Background: an optimization exercise with open tools, aiming at small area, a short achievable clock period and few clock cycles per item. Do not read the settings as production practice.
In this exercise RTL edits were held to simulation tests only and were not proved equivalent to the original.

## arctan_top
module arctan_top(
	input             clk,
	input             rst,
	input             in_valid,
	output            in_ready,
	input      [31:0] inx,
	input      [31:0] iny,
	output reg        out_valid,
	output reg [31:0] out
);
For scale: about 6,100 cells after synthesis, roughly 990 flip-flops, about 100 I/O pins, roughly 80,000 sq um of cells after synthesis.
export LEC_CHECK = 0
export CAP_MARGIN = 20
export CORE_MARGIN = 2
export CORE_UTILIZATION = 60
export CTS_BUF_LIST = sky130_fd_sc_hd__clkbuf_8
export SLEW_MARGIN = 20
create_clock -name core_clock -period 200.0 [get_ports {clk}]
run.sh (not shown) runs the stock make flow with config.mk's settings and CLKGATE_MAP_FILE= SYNTH_SCRIPT=/design/flow/synth_recipe.tcl, a recipe that flattens the netlist after the stock synthesis.
The starting point completed with no timing, DRC or antenna violations.
Testbench counts at the start, summed over its fixed seeds: cycles 3,304, items 3,200.
Then changed:
CORE_UTILIZATION = 40   (was 60)
CTS_BUF_LIST = sky130_fd_sc_hd__clkbuf_4   (was sky130_fd_sc_hd__clkbuf_8)
After rerunning: Via count is higher by 0.64%; final area is higher by 0.88%; wire length went up by 2.6%; maximum frequency fell by 0.38%; final cell count climbs by 13%; critical path depth is lower by 113; synthesized cell count does not change.
Then changed:
CTS_BUF_LIST = unset   (was sky130_fd_sc_hd__clkbuf_4)
Utilization increases by 0.24 points. Cell area rises by 0.55%. Register-to-register slack barely changes. Flip-flop and latch count is unchanged. Hold slack gains 0.079 ns. Routed wire length came out lower by 1.2%.

========
Another version of the RTL of arctan_top (not shown whole).
Size in the first run: roughly 3300 cells after synthesis, ~500 flip-flops, about 100 I/O pins, about 45000 um^2 of cells after synthesis.
clock: 200.0 ns
lec_check: 0
cap_margin: 20
core_margin: 2
core_utilization: 40
cts_buf_list: sky130_fd_sc_hd__clkbuf_8
cts_cluster_diameter: 84
cts_cluster_size: 14
slew_margin: 20
synth_hierarchical: 1
synth_minimum_keep_size: 0
standard.sh (not shown) runs the stock make flow with config.mk's settings and CLKGATE_MAP_FILE= SYNTH_SCRIPT=/design/flow/synth_recipe.tcl, a recipe that flattens the netlist after the stock synthesis.
==> flow/flow/run.sh <==
#!/bin/bash
# The standard layout (standard.sh), with plain buf_1 cells as the port
# buffers instead of the delay buffer the resizer picks by default.
# make's full output goes to flow_make.log; ORFS keeps each step's log under orfs/logs/.
set -euo pipefail
BUFFER_PORTS_ARGS="-buffer_cell sky130_fd_sc_hd__buf_1" bash standard.sh finish > flow_make.log 2>&1
Testbench counts at the start, summed over its fixed seeds: cycles 3,264, items 3,200.
Next try:
- CTS_CLUSTER_DIAMETER: 84 -> 60
The changed run completed with no timing, DRC or antenna violations.
Area after synthesis does not change.
Die area is unchanged.
Wire length hardly moves.
Flip-flop and latch count does not change.
Utilization came out higher by 0.19 points.
First-iteration DRC count came out lower by 5.1%.
Via count barely changes.
Worst setup slack loses 32 ps.
Maximum frequency is about the same.
Register-to-register slack barely changes.
Next try:
==> flow/flow/run.sh (replaced) <==
#!/bin/bash
# The standard layout (standard.sh), with plain buf_2 cells as the port
# buffers instead of the delay buffer the resizer picks by default.
# make's full output goes to flow_make.log; ORFS keeps each step's log under orfs/logs/.
set -euo pipefail
BUFFER_PORTS_ARGS="-buffer_cell sky130_fd_sc_hd__buf_2" bash standard.sh finish > flow_make.log 2>&1
- CTS_CLUSTER_DIAMETER: 60 -> 84
What happened: Cell area barely changes. Via count drops by 0.48%. Setup slack gains 74 ps.
Next try:
==> flow/flow/run.sh (replaced) <==
#!/bin/bash
# The standard layout (standard.sh), with plain buf_1 cells as the port
# buffers instead of the delay buffer the resizer picks by default.
# make's full output goes to flow_make.log; ORFS keeps each step's log under orfs/logs/.
set -euo pipefail
BUFFER_PORTS_ARGS="-buffer_cell sky130_fd_sc_hd__buf_1" bash standard.sh finish > flow_make.log 2>&1
- CTS_CLUSTER_SIZE: 14 -> 12
Result:
- The changed run finished with timing, DRC and antenna clean
- design area is about the same
- die area stays the same

--- another note on this design; it stands on its own ---

## v15
==> flow/design.v (excerpt) <==
module arctan_top(
	input             clk,
	input             rst,
	input             in_valid,
	output            in_ready,
	input      [31:0] inx,
	input      [31:0] iny,
	output reg        out_valid,
	output reg [31:0] out
);
reg [31:0] x_r, y_r;
reg [6:0] v_r;
wire [31:0] z;
arctan u_arctan(.clk(clk), .inx(x_r), .iny(y_r), .out(z));
assign in_ready = 1'b1;
always @(posedge clk) begin
	if (rst) begin
		v_r       <= 0;
		out_valid <= 1'b0;
	end
	else begin
		v_r       <= {v_r[5:0], in_valid};
		out_valid <= v_r[6];
	end
	x_r <= inx;
	y_r <= iny;
	out <= z;
end
endmodule
clock: 200.0 ns
lec_check: 0
cap_margin: 20
core_margin: 2
core_utilization: 40
cts_buf_list: sky130_fd_sc_hd__clkbuf_2
slew_margin: 20
synth_hierarchical: 1
synth_minimum_keep_size: 0
run.sh (not shown) runs the stock make flow with config.mk's settings and CLKGATE_MAP_FILE= SYNTH_SCRIPT=/design/flow/synth_recipe.tcl, a recipe that flattens the netlist after the stock synthesis.
v15 did not stop at any stage, and its layout met the timing, DRC and antenna checks.
Testbench counts of v15, summed over its fixed seeds: cycles 3,264, items 3,200.
[inputs] v1 vs v15
- CTS_BUF_LIST: sky130_fd_sc_hd__clkbuf_2 -> sky130_fd_sc_hd__clkbuf_4
==> flow/flow/run.sh (new file) <==
#!/bin/bash
# The standard layout (standard.sh), with plain buf_2 cells as the port
# buffers instead of the delay buffer the resizer picks by default.
# make's full output goes to flow_make.log; ORFS keeps each step's log under orfs/logs/.
set -euo pipefail
BUFFER_PORTS_ARGS="-buffer_cell sky130_fd_sc_hd__buf_2" bash standard.sh finish > flow_make.log 2>&1
==> flow/standard.sh (new file) <==
#!/bin/bash
# synth_recipe.tcl (not shown) runs the flow's synth.tcl, then flattens the netlist and writes it again
# the make line also repeats each setting of config.mk as NAME=value (left out here)
make -C /OpenROAD-flow-scripts/flow DESIGN_CONFIG=/design/flow/config.mk WORK_HOME=/design/flow/orfs CLKGATE_MAP_FILE= SYNTH_SCRIPT=/design/flow/synth_recipe.tcl "${@:-finish}"
removed: flow/run.sh
Notes after the runs:
Across both runs, share of the clock period used by the worst path after layout was lower for v1 than for v15.
In the metrics for v1 and v15, the one carrying the higher peak fanout along the critical path is v1.
Measured against each other, v1 and v15 differ in critical path required time, the higher figure coming from v1.
Critical path's slowest cell: dfxtp_2 -> v1, clkdlybuf4s50_1 -> v15


Starting RTL as in the previous note.
Settings: LEC_CHECK=0, CAP_MARGIN=20, CORE_MARGIN=2, CORE_UTILIZATION=40, CTS_BUF_LIST=sky130_fd_sc_hd__clkbuf_2 sky130_fd_sc_hd__clkbuf_4, SLEW_MARGIN=20, SYNTH_HIERARCHICAL=1, SYNTH_MINIMUM_KEEP_SIZE=0; clock period 200.0 ns.
Stock flow here: none of the scripts above is used.
The first run ran to the end with no violations.
Testbench counts at the start, summed over its fixed seeds: cycles 3,264, items 3,200.
Change:
Settings changed: CTS_BUF_LIST sky130_fd_sc_hd__clkbuf_2 sky130_fd_sc_hd__clkbuf_4 to sky130_fd_sc_hd__clkbuf_8.
Non-clock buffer count does not change.
Final cell count drops by 1.5%.
Final area increases by 0.49%.
Clock skew decreases by 0.044 ns.
Maximum frequency goes up by 0.60%.
First-iteration DRC count came out higher by 3.9%.
Die area is unchanged.
Wire length hardly moves.
Global-route usage barely changes.

==> afterwards: timing with drivers on the ports <==
Ports are ideal in the flow. The routed layouts listed here were re-timed in OpenROAD. Step 1: set_driving_cell puts a clkbuf_16 on clk and a buf_2 on each other input, an assumption about the parent block. Step 2 also shifts input and output timing later by t, the mid clock arrival at the registers, as if the neighbouring blocks saw the same clock. Three values: no drivers, after step 1, after step 2; two values: the first two.
| run | t (ns) | slack for setup (ns) | cell pins on the clock port's net |
|---|---|---|---|
| the first run of note 1 | 0.964 | 157.760 / 157.760 / 157.760 | 1 |
| the second run of note 1 | 1.288 | 157.599 / 157.516 / 157.638 | 1 |
| the third run of note 1 | 0.783 | 157.636 / 157.636 / 157.636 | 1 |
| the first run of note 2 | 0.736 | 158.841 / 158.772 / 159.089 | 1 |
| the second run of note 2 | 0.745 | 158.809 / 158.743 / 159.081 | 1 |
| the third run of note 2 | 0.726 | 158.883 / 158.818 / 159.052 | 1 |
| the fourth run of note 2 | 0.744 | 158.832 / 158.763 / 159.130 | 1 |
| v15 | 1.395 | 157.803 / 157.740 / 158.531 | 1 |
| v1 | 1.053 | 158.559 / 158.508 / 158.559 | 1 |
| the first run of note 4 | 1.035 | 158.160 / 158.096 / 158.485 | 1 |
| the second run of note 4 | 0.780 | 158.408 / 158.343 / 158.524 | 1 |
After both steps every run listed still meets setup and hold.
